From an optimization exercise on the open Yosys and OpenROAD flow, aimed at small area, a short achievable clock period and few clock cycles; shortcuts taken in it are not production practice.
Function was checked by simulation only, so behaviour that the tests miss may differ from the original.
Power and IR drop assume default switching activity.

==> module IOTDF, before the edit <==
module IOTDF( clk, rst, in_en, iot_in, fn_sel, busy, valid, iot_out);
input          clk;
input          rst;
input          in_en;
input  [7:0]   iot_in;
input  [2:0]   fn_sel;
output         busy;
output         valid;
output [127:0] iot_out;
function [8:0] add8;
	input [7:0] a, b;
	input       c;
	reg   [8:0] g, p, g1, p1, g2, p2, g3;
	integer i;
	begin
		g = {a & b, c};
		p = {a ^ b, 1'b0};
		for (i = 0; i <= 8; i = i + 1) begin
			g1[i] = (i >= 1) ? g[i] | (p[i] & g[i-1]) : g[i];
			p1[i] = (i >= 1) ? p[i] & p[i-1] : p[i];
		end
		for (i = 0; i <= 8; i = i + 1) begin
			g2[i] = (i >= 2) ? g1[i] | (p1[i] & g1[i-2]) : g1[i];
			p2[i] = (i >= 2) ? p1[i] & p1[i-2] : p1[i];
		end
		for (i = 0; i <= 8; i = i + 1)
			g3[i] = (i >= 4) ? g2[i] | (p2[i] & g2[i-4]) : g2[i];
		add8 = {g3[8] | (p2[8] & p2[4] & g[0]), p[8:1] ^ g3[7:0]};
	end
endfunction
function sum_ff;
	input [7:0] a, b;
	input       c;
	begin
		sum_ff = (c == ~(a[0] ^ b[0])) &
		         (((a[6:0] & b[6:0]) ^ ~(a[7:1] ^ b[7:1])) == 7'd0);
	end
endfunction
function gt8;
	input [7:0] a, b;
	reg         e;
	integer i;
	begin
		gt8 = 1'b0;
		e   = 1'b1;
		for (i = 7; i >= 0; i = i - 1) begin
			gt8 = gt8 | (e & a[i] & ~b[i]);
			e   = e & ~(a[i] ^ b[i]);
		end
	end
endfunction
reg [2:0] fs;
always @(posedge clk) fs <= fn_sel;
wire m_avg  = fs == 3'd3;
wire m_ex   = fs == 3'd4 || fs == 3'd5;
wire m_hi   = fs == 3'd1 || fs == 3'd6;    
wire m_mm   = fs == 3'd1 || fs == 3'd2;
wire m_ext  = fs == 3'd4;
wire m_pmax = fs == 3'd6;
wire m_pmin = fs == 3'd7;
wire m_peak = m_pmax | m_pmin;
reg       in_v;
reg [7:0] in_b;
reg       busy_r;
wire      acc = in_en & ~busy_r;
always @(posedge clk or posedge rst)
	if (rst) in_v <= 1'b0;
	else     in_v <= acc;
always @(posedge clk) in_b <= iot_in & {8{acc}};    
reg  [127:0] R;
reg  [15:0]  cs;         
reg  [2:0]   X;          
reg  [2:0]   sv;         
reg  [3:0]   off;        
reg          pb;         
reg  [3:0]   bcnt;       
reg  [2:0]   dcnt;       
reg          first;      
reg          clr;        
reg          pass;       
reg          fin;        
reg          pend;       
reg  [1:0]   st;         
reg          mark;       
reg          have_p;     
reg          ones;       
reg          valid_r;
wire step = in_v | pass;
wire pf   = bcnt == 4'd0;
wire pl   = bcnt == 4'd15;
wire [7:0] h = R[127:120];
wire [3:0] xs  = {1'b0, X & {3{~clr}}} + {1'b0, in_b[2:0]};
wire       ci  = step & (pl ? xs[3] : cs[14]);
wire [7:0] B   = {sv & {3{in_v & ~pf}}, in_b[7:3]};
wire [8:0] vs  = add8(h, B, ci);
wire [8:0] v   = clr ? {1'b0, B} : vs;
wire       c1  = m_avg & step & v[8];          
wire [8:0] r0p;                                 
genvar gi;
assign r0p[0] = 1'b1;
generate for (gi = 0; gi < 8; gi = gi + 1) begin : inc
	assign r0p[gi + 1] = r0p[gi] & R[gi];
end endgenerate
wire [7:0] r0i = R[7:0] ^ ({8{c1}} & r0p[7:0]);
wire       ovf = c1 & r0p[8];
wire       pend_c = (step ? ~pf & pend : pend) | ovf;
wire       pred = pend_c | (~pass & (clr ? B == 8'hff : sum_ff(h, B, ci)));
wire       vc     = m_peak & ~have_p;     
wire       forced = m_peak ? ~have_p : first;
wire [7:0] opnd   = vc ? {8{m_pmin}} : h;
wire       bgt    = gt8(in_b, opnd);
wire       blt    = ~bgt & (in_b != opnd);
wire       sgt    = st[0] | (~st[1] & bgt);
wire       slt    = st[1] | (~st[0] & blt);
wire       wr     = m_ex | forced | (m_hi ? sgt : slt);
wire       upd    = m_pmax ? ~slt : slt;
wire [3:0] t = R[119:116];       
wire ones_all = ones & (in_b == 8'hff);
wire ext_ok = (t >= 4'h7) & ((t < 4'ha) | ((t == 4'ha) & ~ones_all));
wire exc_ok = (t < 4'h7) | ((t == 4'h7) & ~ones_all) | (t >= 4'hc);
wire ex_ok  = m_ext ? ext_ok : exc_ok;
wire [7:0] nh = m_avg ? v[7:0] : ((in_v & wr) ? in_b : h);
always @(posedge clk) begin
	R  <= {R[119:8], r0i, nh};
	cs <= {cs[14:1], cs[0] | ovf, ~step & cs[15]};
	if (in_v) sv <= in_b[2:0];
	if (in_v & pl) X <= xs[2:0];
end
wire [6:0] cnt = {dcnt, bcnt};
wire acc_last = acc & m_avg & (in_v ? cnt == 7'd126 : cnt == 7'd127);
wire last_pass = pass & bcnt == 4'd14 & ~pred;
wire pb_n     = (acc_last & pred) | (pb & ~last_pass);
wire [3:0] off_n = off + {3'd0, ~acc};
wire dlast = in_v & pl;
always @(posedge clk or posedge rst) begin
	if (rst) begin
		busy_r  <= 1'b0;
		pb      <= 1'b0;
		off     <= 4'd15;
		bcnt    <= 4'd0;
		dcnt    <= 3'd0;
		first   <= 1'b1;
		clr     <= 1'b0;
		pass    <= 1'b0;
		fin     <= 1'b0;
		pend    <= 1'b0;
		st      <= 2'b00;
		mark    <= 1'b0;
		have_p  <= 1'b0;
		ones    <= 1'b0;
		valid_r <= 1'b0;
	end
	else begin
		pb     <= pb_n;
		off    <= off_n;
		busy_r <= pb_n | (off_n != 4'd15);
		if (step) begin
			bcnt <= bcnt + 4'd1;
			pend <= pend_c;
		end
		if (dlast) begin
			dcnt  <= dcnt + 3'd1;
			first <= dcnt == 3'd7;
		end
		clr <= acc & (dlast ? dcnt == 3'd7 : first);
		if (dlast & m_avg & dcnt == 3'd7) pass <= pb;
		else if (pass & pl) pass <= ~fin;
		if (step & bcnt == 4'd14) fin <= pass & ~pred;
		if (in_v) begin
			st   <= pl ? 2'b00 : {slt, sgt};
			ones <= pf ? (in_b[3:0] == 4'hf) : ones_all;
		end
		if (dlast) begin
			mark   <= (~first & mark) | upd;
			have_p <= 1'b1;
		end
		valid_r <= (dlast & (m_ex ? ex_ok :
		                     m_mm ? dcnt == 3'd7 :
		                     m_avg ? (dcnt == 3'd7) & ~pb :
		                     m_peak & (dcnt == 3'd7) & (mark | upd))) |
		           (pass & fin & pl);
	end
end
assign busy    = busy_r;
assign valid   = valid_r;
assign iot_out = R;
endmodule
clock: 10.0 ns
lec_check: 0
cap_margin: 20
core_margin: 2
core_utilization: 50
place_density: 0.6
slew_margin: 20
standard.sh (not shown) runs the stock make flow with config.mk's settings and CLKGATE_MAP_FILE= SYNTH_SCRIPT=/design/flow/synth_recipe.tcl, a recipe that flattens the netlist after the stock synthesis.
==> flow/flow/run.sh <==
#!/bin/bash
# The standard layout (standard.sh: the standard flow's synthesis and ORFS flow, unchanged), with two
# make settings added:
#  - the port buffers are sky130_fd_sc_hd__buf_1 cells (buffer_ports' default pick here
#    is a slower, larger delay buffer);
#  - timing repair aims for 7 ns of setup slack, so that it sizes the design for the
#    shortest period it can reach, not only for the 10 ns clock.
# The full make output goes to flow_make.log in this folder.
set -euo pipefail
bash standard.sh "BUFFER_PORTS_ARGS=-buffer_cell sky130_fd_sc_hd__buf_1" \
  SETUP_SLACK_MARGIN=7 finish > flow_make.log 2>&1
Testbench counts at the start, summed over its fixed seeds: cycles 86,129.
Change:
--- a/flow/design.v
+++ b/flow/design.v
@@ -24,18 +24,10 @@
 			p2[i] = (i >= 2) ? p1[i] & p1[i-2] : p1[i];
 		end
 		for (i = 0; i <= 8; i = i + 1)
 			g3[i] = (i >= 4) ? g2[i] | (p2[i] & g2[i-4]) : g2[i];
 		add8 = {g3[8] | (p2[8] & p2[4] & g[0]), p[8:1] ^ g3[7:0]};
-	end
-endfunction
-function sum_ff;
-	input [7:0] a, b;
-	input       c;
-	begin
-		sum_ff = (c == ~(a[0] ^ b[0])) &
-		         (((a[6:0] & b[6:0]) ^ ~(a[7:1] ^ b[7:1])) == 7'd0);
 	end
 endfunction
 function gt8;
 	input [7:0] a, b;
 	reg         e;
@@ -74,39 +66,30 @@
 reg  [3:0]   off;        
 reg          pb;         
 reg  [3:0]   bcnt;       
 reg  [2:0]   dcnt;       
 reg          first;      
-reg          clr;        
 reg          pass;       
 reg          fin;        
-reg          pend;       
+reg          gen;        
 reg  [1:0]   st;         
 reg          mark;       
 reg          have_p;     
 reg          ones;       
 reg          valid_r;
 wire step = in_v | pass;
 wire pf   = bcnt == 4'd0;
 wire pl   = bcnt == 4'd15;
+wire shp  = pass & fin;
 wire [7:0] h = R[127:120];
+wire       clr = first & in_v;
+wire [7:0] A   = h & {8{~clr}};
 wire [3:0] xs  = {1'b0, X & {3{~clr}}} + {1'b0, in_b[2:0]};
-wire       ci  = step & (pl ? xs[3] : cs[14]);
-wire [7:0] B   = {sv & {3{in_v & ~pf}}, in_b[7:3]};
-wire [8:0] vs  = add8(h, B, ci);
-wire [8:0] v   = clr ? {1'b0, B} : vs;
-wire       c1  = m_avg & step & v[8];          
-wire [8:0] r0p;                                 
-genvar gi;
-assign r0p[0] = 1'b1;
-generate for (gi = 0; gi < 8; gi = gi + 1) begin : inc
-	assign r0p[gi + 1] = r0p[gi] & R[gi];
-end endgenerate
-wire [7:0] r0i = R[7:0] ^ ({8{c1}} & r0p[7:0]);
-wire       ovf = c1 & r0p[8];
-wire       pend_c = (step ? ~pf & pend : pend) | ovf;
-wire       pred = pend_c | (~pass & (clr ? B == 8'hff : sum_ff(h, B, ci)));
+wire       ci  = step & ~clr & (pl ? xs[3] : cs[14]);
+wire [8:0] v   = add8(A, {sv & {3{in_v & ~pf}}, in_b[7:3]}, ci);
+wire gen_now   = v[8] & (R[7:0] == 8'hff) & ~pf & (bcnt != 4'd1);
+wire gen_all   = gen | gen_now;
 wire       vc     = m_peak & ~have_p;     
 wire       forced = m_peak ? ~have_p : first;
 wire [7:0] opnd   = vc ? {8{m_pmin}} : h;
 wire       bgt    = gt8(in_b, opnd);
 wire       blt    = ~bgt & (in_b != opnd);
@@ -119,33 +102,31 @@
 wire ext_ok = (t >= 4'h7) & ((t < 4'ha) | ((t == 4'ha) & ~ones_all));
 wire exc_ok = (t < 4'h7) | ((t == 4'h7) & ~ones_all) | (t >= 4'hc);
 wire ex_ok  = m_ext ? ext_ok : exc_ok;
 wire [7:0] nh = m_avg ? v[7:0] : ((in_v & wr) ? in_b : h);
 always @(posedge clk) begin
-	R  <= {R[119:8], r0i, nh};
-	cs <= {cs[14:1], cs[0] | ovf, ~step & cs[15]};
+	R  <= {R[119:0], nh};
+	cs <= {cs[14:0], step ? ~pf & v[8] : cs[15]};
 	if (in_v) sv <= in_b[2:0];
 	if (in_v & pl) X <= xs[2:0];
 end
 wire [6:0] cnt = {dcnt, bcnt};
 wire acc_last = acc & m_avg & (in_v ? cnt == 7'd126 : cnt == 7'd127);
-wire last_pass = pass & bcnt == 4'd14 & ~pred;
-wire pb_n     = (acc_last & pred) | (pb & ~last_pass);
+wire pb_n     = acc_last | (pb & ~(shp & bcnt == 4'd14));
 wire [3:0] off_n = off + {3'd0, ~acc};
 wire dlast = in_v & pl;
 always @(posedge clk or posedge rst) begin
 	if (rst) begin
 		busy_r  <= 1'b0;
 		pb      <= 1'b0;
 		off     <= 4'd15;
 		bcnt    <= 4'd0;
 		dcnt    <= 3'd0;
 		first   <= 1'b1;
-		clr     <= 1'b0;
 		pass    <= 1'b0;
 		fin     <= 1'b0;
-		pend    <= 1'b0;
+		gen     <= 1'b0;
 		st      <= 2'b00;
 		mark    <= 1'b0;
 		have_p  <= 1'b0;
 		ones    <= 1'b0;
 		valid_r <= 1'b0;
@@ -154,33 +135,36 @@
 		pb     <= pb_n;
 		off    <= off_n;
 		busy_r <= pb_n | (off_n != 4'd15);
 		if (step) begin
 			bcnt <= bcnt + 4'd1;
-			pend <= pend_c;
+			gen  <= ~pf & gen_all;
 		end
 		if (dlast) begin
 			dcnt  <= dcnt + 3'd1;
 			first <= dcnt == 3'd7;
 		end
-		clr <= acc & (dlast ? dcnt == 3'd7 : first);
-		if (dlast & m_avg & dcnt == 3'd7) pass <= pb;
-		else if (pass & pl) pass <= ~fin;
-		if (step & bcnt == 4'd14) fin <= pass & ~pred;
+		if (dlast & m_avg & dcnt == 3'd7) begin
+			pass <= 1'b1;
+			fin  <= ~gen_all;
+		end
+		else if (pass & pl) begin
+			pass <= ~fin;
+			fin  <= ~gen_all;
+		end
 		if (in_v) begin
 			st   <= pl ? 2'b00 : {slt, sgt};
 			ones <= pf ? (in_b[3:0] == 4'hf) : ones_all;
 		end
 		if (dlast) begin
 			mark   <= (~first & mark) | upd;
 			have_p <= 1'b1;
 		end
 		valid_r <= (dlast & (m_ex ? ex_ok :
 		                     m_mm ? dcnt == 3'd7 :
-		                     m_avg ? (dcnt == 3'd7) & ~pb :
 		                     m_peak & (dcnt == 3'd7) & (mark | upd))) |
-		           (pass & fin & pl);
+		           (shp & pl);
 	end
 end
 assign busy    = busy_r;
 assign valid   = valid_r;
 assign iot_out = R;
Result: Clock power went down by about 2%; clock-buffer cell count went up by 2; routed wire length went down by 17%; final cell count went down by 10%; total power went down by 1.2%.
Testbench counts after the change, summed over its fixed seeds: cycles 87,665.

-- re-timing with driven ports --
No port has a modelled driver above. Below, the same layouts with a new extraction and two added sets of constraints. Step 1 sets driving cells, clkbuf_16 on the clock port and buf_2 on the other inputs (assumed; they add their load-dependent delay and slew). Step 2 also shifts input and output timing later by t, the mid clock arrival at the registers, as if the neighbouring blocks saw the same clock. Slacks: ideal / step 1 / step 2; pairs: ideal / step 1.
| run | t (ns) | slack for setup (ns) | worst hold slack (ns) | cell pins on the clock port's net |
|---|---|---|---|---|
| the first run | 0.462 | 6.880 / 6.880 / 6.781 | 0.327 / 0.327 / 0.327 | 1 |
| the second run | 0.459 | 6.987 / 6.987 / 6.731 | 0.327 / 0.327 / 0.327 | 1 |
After both steps every run listed still meets setup and hold. The setup slack of the second run, which loses most, moves by 0.000 ns with the drivers and by -0.256 ns with both steps.
